What follows belongs to an exercise in optimizing a design on an open flow for small area and a short achievable clock period; a production flow would make more cautious choices. Where RTL was checked, it was by simulation tests only, not by an equivalence proof against the original.

==> 08-27 <==
Design IEEE754_Mult, start of the top module:
module IEEE754_Mult
(
	input clock,
	input resetn,
	input [31:0] a,
	input [31:0] b,
	output [31:0] y
);
clock: 11.0 ns
lec_check: 0
cap_margin: 20
core_margin: 2
core_utilization: 40
cts_buf_list: sky130_fd_sc_hd__clkbuf_4 sky130_fd_sc_hd__clkbuf_8
setup_slack_margin: 5
slew_margin: 20
synth_hierarchical: 1
standard.sh (not shown) runs the stock make flow with config.mk's settings and CLKGATE_MAP_FILE= SYNTH_SCRIPT=/design/flow/synth_recipe.tcl, a recipe that flattens the netlist after the stock synthesis.
==> flow/flow/run.sh <==
#!/bin/bash
set -euo pipefail
bash standard.sh SETUP_SLACK_MARGIN=7 TNS_END_PERCENT=1 "BUFFER_PORTS_ARGS=-buffer_cell sky130_fd_sc_hd__buf_2"  finish > standard.log 2>&1
==> inputs of 11-09, as changes to 08-27 <==
--- a/flow/design.v
+++ b/flow/design.v
@@ -943,27 +943,102 @@
 	fa us898 (.a(s726), .b(c807), .c(s808), .s(s898), .co(c899));
 	wire s900, c901;
 	fa us900 (.a(c727), .b(s810), .c(c809), .s(s900), .co(c901));
 	wire s902, c903;
 	fa us902 (.a(pp310), .b(s812), .c(c811), .s(s902), .co(c903));
 	wire s904, c905;
 	fa us904 (.a(s814), .b(pp311), .c(c813), .s(s904), .co(c905));
 	wire s906 = ~c815;
-	wire [12:0] l0_s = {1'b0, c833, c831, c829, c827, c825, c823, c821, c819, c817, s816, pp2, bo[0]} + {1'b0, s834, s832, s830, s828, s826, s824, s822, s820, s818, pp27, 1'b0, pp1};
-	wire [11:0] l1_s = {1'b0, c855, c853, c851, c849, c847, c845, c843, c841, c839, c837, c835} + {1'b0, s856, s854, s852, s850, s848, s846, s844, s842, s840, s838, s836};
-	wire l1_ones = &({c855, c853, c851, c849, c847, c845, c843, c841, c839, c837, c835} ^ {s856, s854, s852, s850, s848, s846, s844, s842, s840, s838, s836});
+	wire [22:0] lo_x = {c855, c853, c851, c849, c847, c845, c843, c841, c839, c837, c835, c833, c831, c829, c827, c825, c823, c821, c819, c817, s816, pp2, bo[0]};
+	wire [22:0] lo_y = {s856, s854, s852, s850, s848, s846, s844, s842, s840, s838, s836, s834, s832, s830, s828, s826, s824, s822, s820, s818, pp27, 1'b0, pp1};
+	wire [22:0] lo_g = lo_x & lo_y;
+	wire [22:0] lo_t = lo_x | lo_y;
+	wire lG908 = lo_g[1] | (lo_t[1] & lo_g[0]);
+	wire lG909 = lo_g[3] | (lo_t[3] & lo_g[2]);
+	wire lT910 = lo_t[3] & lo_t[2];
+	wire lG911 = lo_g[5] | (lo_t[5] & lo_g[4]);
+	wire lT912 = lo_t[5] & lo_t[4];
+	wire lG913 = lo_g[7] | (lo_t[7] & lo_g[6]);
+	wire lT914 = lo_t[7] & lo_t[6];
+	wire lG915 = lo_g[9] | (lo_t[9] & lo_g[8]);
+	wire lT916 = lo_t[9] & lo_t[8];
+	wire lG917 = lo_g[11] | (lo_t[11] & lo_g[10]);
+	wire lT918 = lo_t[11] & lo_t[10];
+	wire lG919 = lo_g[13] | (lo_t[13] & lo_g[12]);
+	wire lT920 = lo_t[13] & lo_t[12];
+	wire lG921 = lo_g[15] | (lo_t[15] & lo_g[14]);
+	wire lT922 = lo_t[15] & lo_t[14];
+	wire lG923 = lo_g[17] | (lo_t[17] & lo_g[16]);
+	wire lT924 = lo_t[17] & lo_t[16];
+	wire lG925 = lo_g[19] | (lo_t[19] & lo_g[18]);
+	wire lT926 = lo_t[19] & lo_t[18];
+	wire lG927 = lo_g[21] | (lo_t[21] & lo_g[20]);
+	wire lT928 = lo_t[21] & lo_t[20];
+	wire lG929 = lo_g[2] | (lo_t[2] & lG908);
+	wire lG930 = lG909 | (lT910 & lG908);
+	wire lG931 = lo_g[6] | (lo_t[6] & lG911);
+	wire lT932 = lo_t[6] & lT912;
+	wire lG933 = lG913 | (lT914 & lG911);
+	wire lT934 = lT914 & lT912;
+	wire lG935 = lo_g[10] | (lo_t[10] & lG915);
+	wire lT936 = lo_t[10] & lT916;
+	wire lG937 = lG917 | (lT918 & lG915);
+	wire lT938 = lT918 & lT916;
+	wire lG939 = lo_g[14] | (lo_t[14] & lG919);
+	wire lT940 = lo_t[14] & lT920;
+	wire lG941 = lG921 | (lT922 & lG919);
+	wire lT942 = lT922 & lT920;
+	wire lG943 = lo_g[18] | (lo_t[18] & lG923);
+	wire lT944 = lo_t[18] & lT924;
+	wire lG945 = lG925 | (lT926 & lG923);
+	wire lT946 = lT926 & lT924;
+	wire lG947 = lo_g[22] | (lo_t[22] & lG927);
+	wire lT948 = lo_t[22] & lT928;
+	wire lG949 = lo_g[4] | (lo_t[4] & lG930);
+	wire lG950 = lG911 | (lT912 & lG930);
+	wire lG951 = lG931 | (lT932 & lG930);
+	wire lG952 = lG933 | (lT934 & lG930);
+	wire lG953 = lo_g[12] | (lo_t[12] & lG937);
+	wire lT954 = lo_t[12] & lT938;
+	wire lG955 = lG919 | (lT920 & lG937);
+	wire lT956 = lT920 & lT938;
+	wire lG957 = lG939 | (lT940 & lG937);
+	wire lT958 = lT940 & lT938;
+	wire lG959 = lG941 | (lT942 & lG937);
+	wire lT960 = lT942 & lT938;
+	wire lG961 = lo_g[20] | (lo_t[20] & lG945);
+	wire lT962 = lo_t[20] & lT946;
+	wire lG963 = lG927 | (lT928 & lG945);
+	wire lT964 = lT928 & lT946;
+	wire lG965 = lG947 | (lT948 & lG945);
+	wire lT966 = lT948 & lT946;
+	wire lG967 = lo_g[8] | (lo_t[8] & lG952);
+	wire lG968 = lG915 | (lT916 & lG952);
+	wire lG969 = lG935 | (lT936 & lG952);
+	wire lG970 = lG937 | (lT938 & lG952);
+	wire lG971 = lG953 | (lT954 & lG952);
+	wire lG972 = lG955 | (lT956 & lG952);
+	wire lG973 = lG957 | (lT958 & lG952);
+	wire lG974 = lG959 | (lT960 & lG952);
+	wire lG975 = lo_g[16] | (lo_t[16] & lG974);
+	wire lG976 = lG923 | (lT924 & lG974);
+	wire lG977 = lG943 | (lT944 & lG974);
+	wire lG978 = lG945 | (lT946 & lG974);
+	wire lG979 = lG961 | (lT962 & lG974);
+	wire lG980 = lG963 | (lT964 & lG974);
+	wire lG981 = lG965 | (lT966 & lG974);
 	wire [5:0] b0_s = {1'b0, c865, c863, c861, c859, c857} + {1'b0, s866, s864, s862, s860, s858};
 	wire [5:0] b1_s = {1'b0, c875, c873, c871, c869, c867} + {1'b0, s876, s874, s872, s870, s868};
 	wire [5:0] b2_s = {1'b0, c885, c883, c881, c879, c877} + {1'b0, s886, s884, s882, s880, s878};
 	wire [5:0] b3_s = {1'b0, c895, c893, c891, c889, c887} + {1'b0, s896, s894, s892, s890, s888};
 	wire [5:0] b4_s = {1'b0, c905, c903, c901, c899, c897} + {1'b0, s906, s904, s902, s900, s898};
 	reg        z2, s2;
 	reg [7:0]  e2;
-	reg lg0, lg1, lp1;
+	reg c23;
 	reg [4:0] bs0;
 	reg bg0;
 	reg bp0;
 	reg [4:0] bs1;
 	reg bg1;
 	reg bp1;
 	reg [4:0] bs2;
 	reg bg2;
@@ -971,34 +1046,32 @@
 	reg [4:0] bs3;
 	reg bg3;
 	reg bp3;
 	reg [4:0] bs4;
 	always @(posedge clock) begin
 		z2 <= !resetn || z1;
 		s2 <= s1;
 		e2 <= e1;
-		lg0 <= l0_s[12];
-		lg1 <= l1_s[11];
-		lp1 <= l1_ones;
+		c23 <= lG981;
 		bs0 <= b0_s[4:0];
 		bg0 <= b0_s[5];
 		bp0 <= &({c865, c863, c861, c859, c857} ^ {s866, s864, s862, s860, s858});
 		bs1 <= b1_s[4:0];
 		bg1 <= b1_s[5];
 		bp1 <= &({c875, c873, c871, c869, c867} ^ {s876, s874, s872, s870, s868});
 		bs2 <= b2_s[4:0];
 		bg2 <= b2_s[5];
 		bp2 <= &({c885, c883, c881, c879, c877} ^ {s886, s884, s882, s880, s878});
 		bs3 <= b3_s[4:0];
 		bg3 <= b3_s[5];
 		bp3 <= &({c895, c893, c891, c889, c887} ^ {s896, s894, s892, s890, s888});
 		bs4 <= b4_s[4:0];
 	end
-	wire cb0 = lg1 | (lp1 & lg0);
+	wire cb0 = c23;
 	wire [4:0] bi0 = bs0 + 5'd1;
 	wire r0_0 = cb0 ? bi0[0] : bs0[0];
 	wire r0_1 = cb0 ? bi0[1] : bs0[1];
 	wire r0_2 = cb0 ? bi0[2] : bs0[2];
 	wire r0_3 = cb0 ? bi0[3] : bs0[3];
 	wire r0_4 = cb0 ? bi0[4] : bs0[4];
 	wire cb1 = bg0 | (cb0 & bp0);
 	wire [4:0] bi1 = bs1 + 5'd1;
@@ -1025,16 +1098,18 @@
 	wire [4:0] bi4 = bs4 + 5'd1;
 	wire r4_0 = cb4 ? bi4[0] : bs4[0];
 	wire r4_1 = cb4 ? bi4[1] : bs4[1];
 	wire r4_2 = cb4 ? bi4[2] : bs4[2];
 	wire r4_3 = cb4 ? bi4[3] : bs4[3];
 	wire r4_4 = cb4 ? bi4[4] : bs4[4];
 	wire [24:0] m2 = {r4_4, r4_3, r4_2, r4_1, r4_0, r3_4, r3_3, r3_2, r3_1, r3_0, r2_4, r2_3, r2_2, r2_1, r2_0, r1_4, r1_3, r1_2, r1_1, r1_0, r0_4, r0_3, r0_2, r0_1, r0_0};
 	wire [7:0]  e2p1 = e2 + 8'd1;
-	wire [7:0]  ey = m2[24] ? e2p1 : e2;
-	wire [22:0] my = m2[24] ? m2[23:1] : m2[22:0];
-	assign y = z2 ? 32'h00000000 : {s2, ey, my};
+	wire        sh = m2[24] & ~z2;
+	wire        nsh = ~m2[24] & ~z2;
+	wire [7:0]  ey = ({8{sh}} & e2p1) | ({8{nsh}} & e2);
+	wire [22:0] my = ({23{sh}} & m2[23:1]) | ({23{nsh}} & m2[22:0]);
+	assign y = {s2 & ~z2, ey, my};
 endmodule
 module fa (input a, input b, input c, output s, output co);
 	assign s = a ^ b ^ c;
 	assign co = (a & b) | (a & c) | (b & c);
 endmodule
==> flow/flow/run.sh (replaced) <==
#!/bin/bash
set -euo pipefail
bash standard.sh SETUP_SLACK_MARGIN=6.6 TNS_END_PERCENT=2 "BUFFER_PORTS_ARGS=-buffer_cell sky130_fd_sc_hd__buf_2"  finish > standard.log 2>&1
==> flow/config.mk (replaced) <==
export PLATFORM = sky130hd
export DESIGN_NAME = IEEE754_Mult
export DESIGN_NICKNAME = IEEE754_Mult
export VERILOG_FILES = /design/flow/design.v
export SDC_FILE = /design/flow/constraint.sdc
export NUM_CORES = 4
export LEC_CHECK = 0
export CAP_MARGIN = 20
export CORE_MARGIN = 2
export CORE_UTILIZATION = 55
export CTS_BUF_LIST = sky130_fd_sc_hd__clkbuf_8 sky130_fd_sc_hd__clkbuf_16
export PLACE_DENSITY = 0.7
export SETUP_SLACK_MARGIN = 5
export SLEW_MARGIN = 20
export SYNTH_HIERARCHICAL = 1
==> inputs of 12-22, as changes to 08-27 <==
--- a/flow/design.v
+++ b/flow/design.v
@@ -989,50 +989,45 @@
 		bg2 <= b2_s[5];
 		bp2 <= &({c885, c883, c881, c879, c877} ^ {s886, s884, s882, s880, s878});
 		bs3 <= b3_s[4:0];
 		bg3 <= b3_s[5];
 		bp3 <= &({c895, c893, c891, c889, c887} ^ {s896, s894, s892, s890, s888});
 		bs4 <= b4_s[4:0];
 	end
 	wire cb0 = lg1 | (lp1 & lg0);
-	wire [4:0] bi0 = bs0 + 5'd1;
-	wire r0_0 = cb0 ? bi0[0] : bs0[0];
-	wire r0_1 = cb0 ? bi0[1] : bs0[1];
-	wire r0_2 = cb0 ? bi0[2] : bs0[2];
-	wire r0_3 = cb0 ? bi0[3] : bs0[3];
-	wire r0_4 = cb0 ? bi0[4] : bs0[4];
+	wire r0_0 = bs0[0] ^ cb0;
+	wire r0_1 = bs0[1] ^ (cb0 & (&bs0[0:0]));
+	wire r0_2 = bs0[2] ^ (cb0 & (&bs0[1:0]));
+	wire r0_3 = bs0[3] ^ (cb0 & (&bs0[2:0]));
+	wire r0_4 = bs0[4] ^ (cb0 & (&bs0[3:0]));
 	wire cb1 = bg0 | (cb0 & bp0);
-	wire [4:0] bi1 = bs1 + 5'd1;
-	wire r1_0 = cb1 ? bi1[0] : bs1[0];
-	wire r1_1 = cb1 ? bi1[1] : bs1[1];
-	wire r1_2 = cb1 ? bi1[2] : bs1[2];
-	wire r1_3 = cb1 ? bi1[3] : bs1[3];
-	wire r1_4 = cb1 ? bi1[4] : bs1[4];
+	wire r1_0 = bs1[0] ^ cb1;
+	wire r1_1 = bs1[1] ^ (cb1 & (&bs1[0:0]));
+	wire r1_2 = bs1[2] ^ (cb1 & (&bs1[1:0]));
+	wire r1_3 = bs1[3] ^ (cb1 & (&bs1[2:0]));
+	wire r1_4 = bs1[4] ^ (cb1 & (&bs1[3:0]));
 	wire cb2 = bg1 | (cb1 & bp1);
-	wire [4:0] bi2 = bs2 + 5'd1;
-	wire r2_0 = cb2 ? bi2[0] : bs2[0];
-	wire r2_1 = cb2 ? bi2[1] : bs2[1];
-	wire r2_2 = cb2 ? bi2[2] : bs2[2];
-	wire r2_3 = cb2 ? bi2[3] : bs2[3];
-	wire r2_4 = cb2 ? bi2[4] : bs2[4];
+	wire r2_0 = bs2[0] ^ cb2;
+	wire r2_1 = bs2[1] ^ (cb2 & (&bs2[0:0]));
+	wire r2_2 = bs2[2] ^ (cb2 & (&bs2[1:0]));
+	wire r2_3 = bs2[3] ^ (cb2 & (&bs2[2:0]));
+	wire r2_4 = bs2[4] ^ (cb2 & (&bs2[3:0]));
 	wire cb3 = bg2 | (cb2 & bp2);
-	wire [4:0] bi3 = bs3 + 5'd1;
-	wire r3_0 = cb3 ? bi3[0] : bs3[0];
-	wire r3_1 = cb3 ? bi3[1] : bs3[1];
-	wire r3_2 = cb3 ? bi3[2] : bs3[2];
-	wire r3_3 = cb3 ? bi3[3] : bs3[3];
-	wire r3_4 = cb3 ? bi3[4] : bs3[4];
+	wire r3_0 = bs3[0] ^ cb3;
+	wire r3_1 = bs3[1] ^ (cb3 & (&bs3[0:0]));
+	wire r3_2 = bs3[2] ^ (cb3 & (&bs3[1:0]));
+	wire r3_3 = bs3[3] ^ (cb3 & (&bs3[2:0]));
+	wire r3_4 = bs3[4] ^ (cb3 & (&bs3[3:0]));
 	wire cb4 = bg3 | (cb3 & bp3);
-	wire [4:0] bi4 = bs4 + 5'd1;
-	wire r4_0 = cb4 ? bi4[0] : bs4[0];
-	wire r4_1 = cb4 ? bi4[1] : bs4[1];
-	wire r4_2 = cb4 ? bi4[2] : bs4[2];
-	wire r4_3 = cb4 ? bi4[3] : bs4[3];
-	wire r4_4 = cb4 ? bi4[4] : bs4[4];
+	wire r4_0 = bs4[0] ^ cb4;
+	wire r4_1 = bs4[1] ^ (cb4 & (&bs4[0:0]));
+	wire r4_2 = bs4[2] ^ (cb4 & (&bs4[1:0]));
+	wire r4_3 = bs4[3] ^ (cb4 & (&bs4[2:0]));
+	wire r4_4 = bs4[4] ^ (cb4 & (&bs4[3:0]));
 	wire [24:0] m2 = {r4_4, r4_3, r4_2, r4_1, r4_0, r3_4, r3_3, r3_2, r3_1, r3_0, r2_4, r2_3, r2_2, r2_1, r2_0, r1_4, r1_3, r1_2, r1_1, r1_0, r0_4, r0_3, r0_2, r0_1, r0_0};
 	wire [7:0]  e2p1 = e2 + 8'd1;
 	wire [7:0]  ey = m2[24] ? e2p1 : e2;
 	wire [22:0] my = m2[24] ? m2[23:1] : m2[22:0];
 	assign y = z2 ? 32'h00000000 : {s2, ey, my};
 endmodule
 module fa (input a, input b, input c, output s, output co);
 	assign s = a ^ b ^ c;
==> comparison <==
Design area: 08-27 > 12-22 > 11-09. Of 12-22 and 11-09, 12-22 has the higher setup slack (gap 0.039 ns). The highest sequential share of layout area belongs to 11-09, the lowest to 08-27. In 08-27 the count of clock-buffer cells in the layout is higher than in 11-09, by 9. Of 11-09 and 12-22, 12-22 has the higher clock skew (gap 0.0072 ns). Of 12-22 and 08-27, 08-27 has the higher global-route usage (gap 1.1 points). The lowest non-clock buffer count belongs to 08-27, the highest to 11-09. Sequential cell count is the same in 12-22 and 08-27. Wire length: 08-27 > 12-22 > 11-09. Between 12-22 and 08-27, the lower synthesized area is in 12-22 (gap about 0.55%, measured against 08-27). The highest register-to-register slack belongs to 11-09, the lowest to 08-27.
==> figures <==
	12-22	11-09	08-27
Run status	complete, no violations	complete, no violations	complete, no violations
Netlist Area Pre-Place	0.0161 mm²	0.0160 mm²	0.0162 mm²
Worst slack at placement	5.87 ns	5.96 ns	6.20 ns
Clock distribution area overhead in the final layout	2.31%	1.75%	2.36%
Slew @ Worst Pin	0.771 ns	0.864 ns	0.612 ns
Worst skew pair latency	0.45 ns	0.37 ns	0.47 ns
Footprint of the multi-input gates	0.0133 mm²	0.0130 mm²	0.0134 mm²
Share of the final layout cell area in sequential cells	12.9%	13.1%	12.8%
Area of placed instances	0.0173 mm²	0.0168 mm²	0.0174 mm²
Signal arrival time at the worst endpoint	2.46 ns	2.50 ns	2.54 ns
HPWL after detailed placement	32,100 µm	31,000 µm	33,300 µm
Antenna Diode Count	1	0	0
Post-Route Utilization	45.5%	61.1%	45.5%
Share of the synthesized area in the top cell type	32.6%	32.8%	32.4%
Critical path destination	y[25]	y[30]	y[30]
Biggest cell delay along the critical path	0.37 ns	0.57 ns	0.51 ns
Smallest hold slack	0.331 ns	0.327 ns	0.319 ns
Max Fanout on Critical Path	4	7	6
Wire length of the first global-routing pass	76,300 µm	73,700 µm	79,100 µm
Met3 track demand over resource	6.38%	7.92%	4.68%
No functional check of the RTL was part of 08-27.

-- afterwards: timing with drivers on the ports --
The flow's constraints put no driver on any port. The routed layouts listed below were extracted and timed again, unchanged, in two steps. Step 1 sets driving cells, clkbuf_16 on the clock port and buf_2 on the other inputs (assumed; they add their load-dependent delay and slew). Step 2 times the ports against the registers' clock, not the clock port: input delays grow and output delays shrink by t, the midpoint of the rising clock arrivals with the driver on. Three values: ideal, step 1, step 2; two values: the first two.
run	t, ns	slack for setup (ns)	latest minus earliest clock arrival (ns)	worst register clock-pin slew, ns
08-27	0.500	6.261 / 6.219 / 6.324	0.026 / 0.026	0.10 / 0.10
11-09	0.409	6.296 / 6.250 / 6.400	0.010 / 0.010	0.09 / 0.09
12-22	0.483	6.335 / 6.294 / 6.358	0.018 / 0.018	0.09 / 0.09
After both steps setup and hold are still met in every run listed.
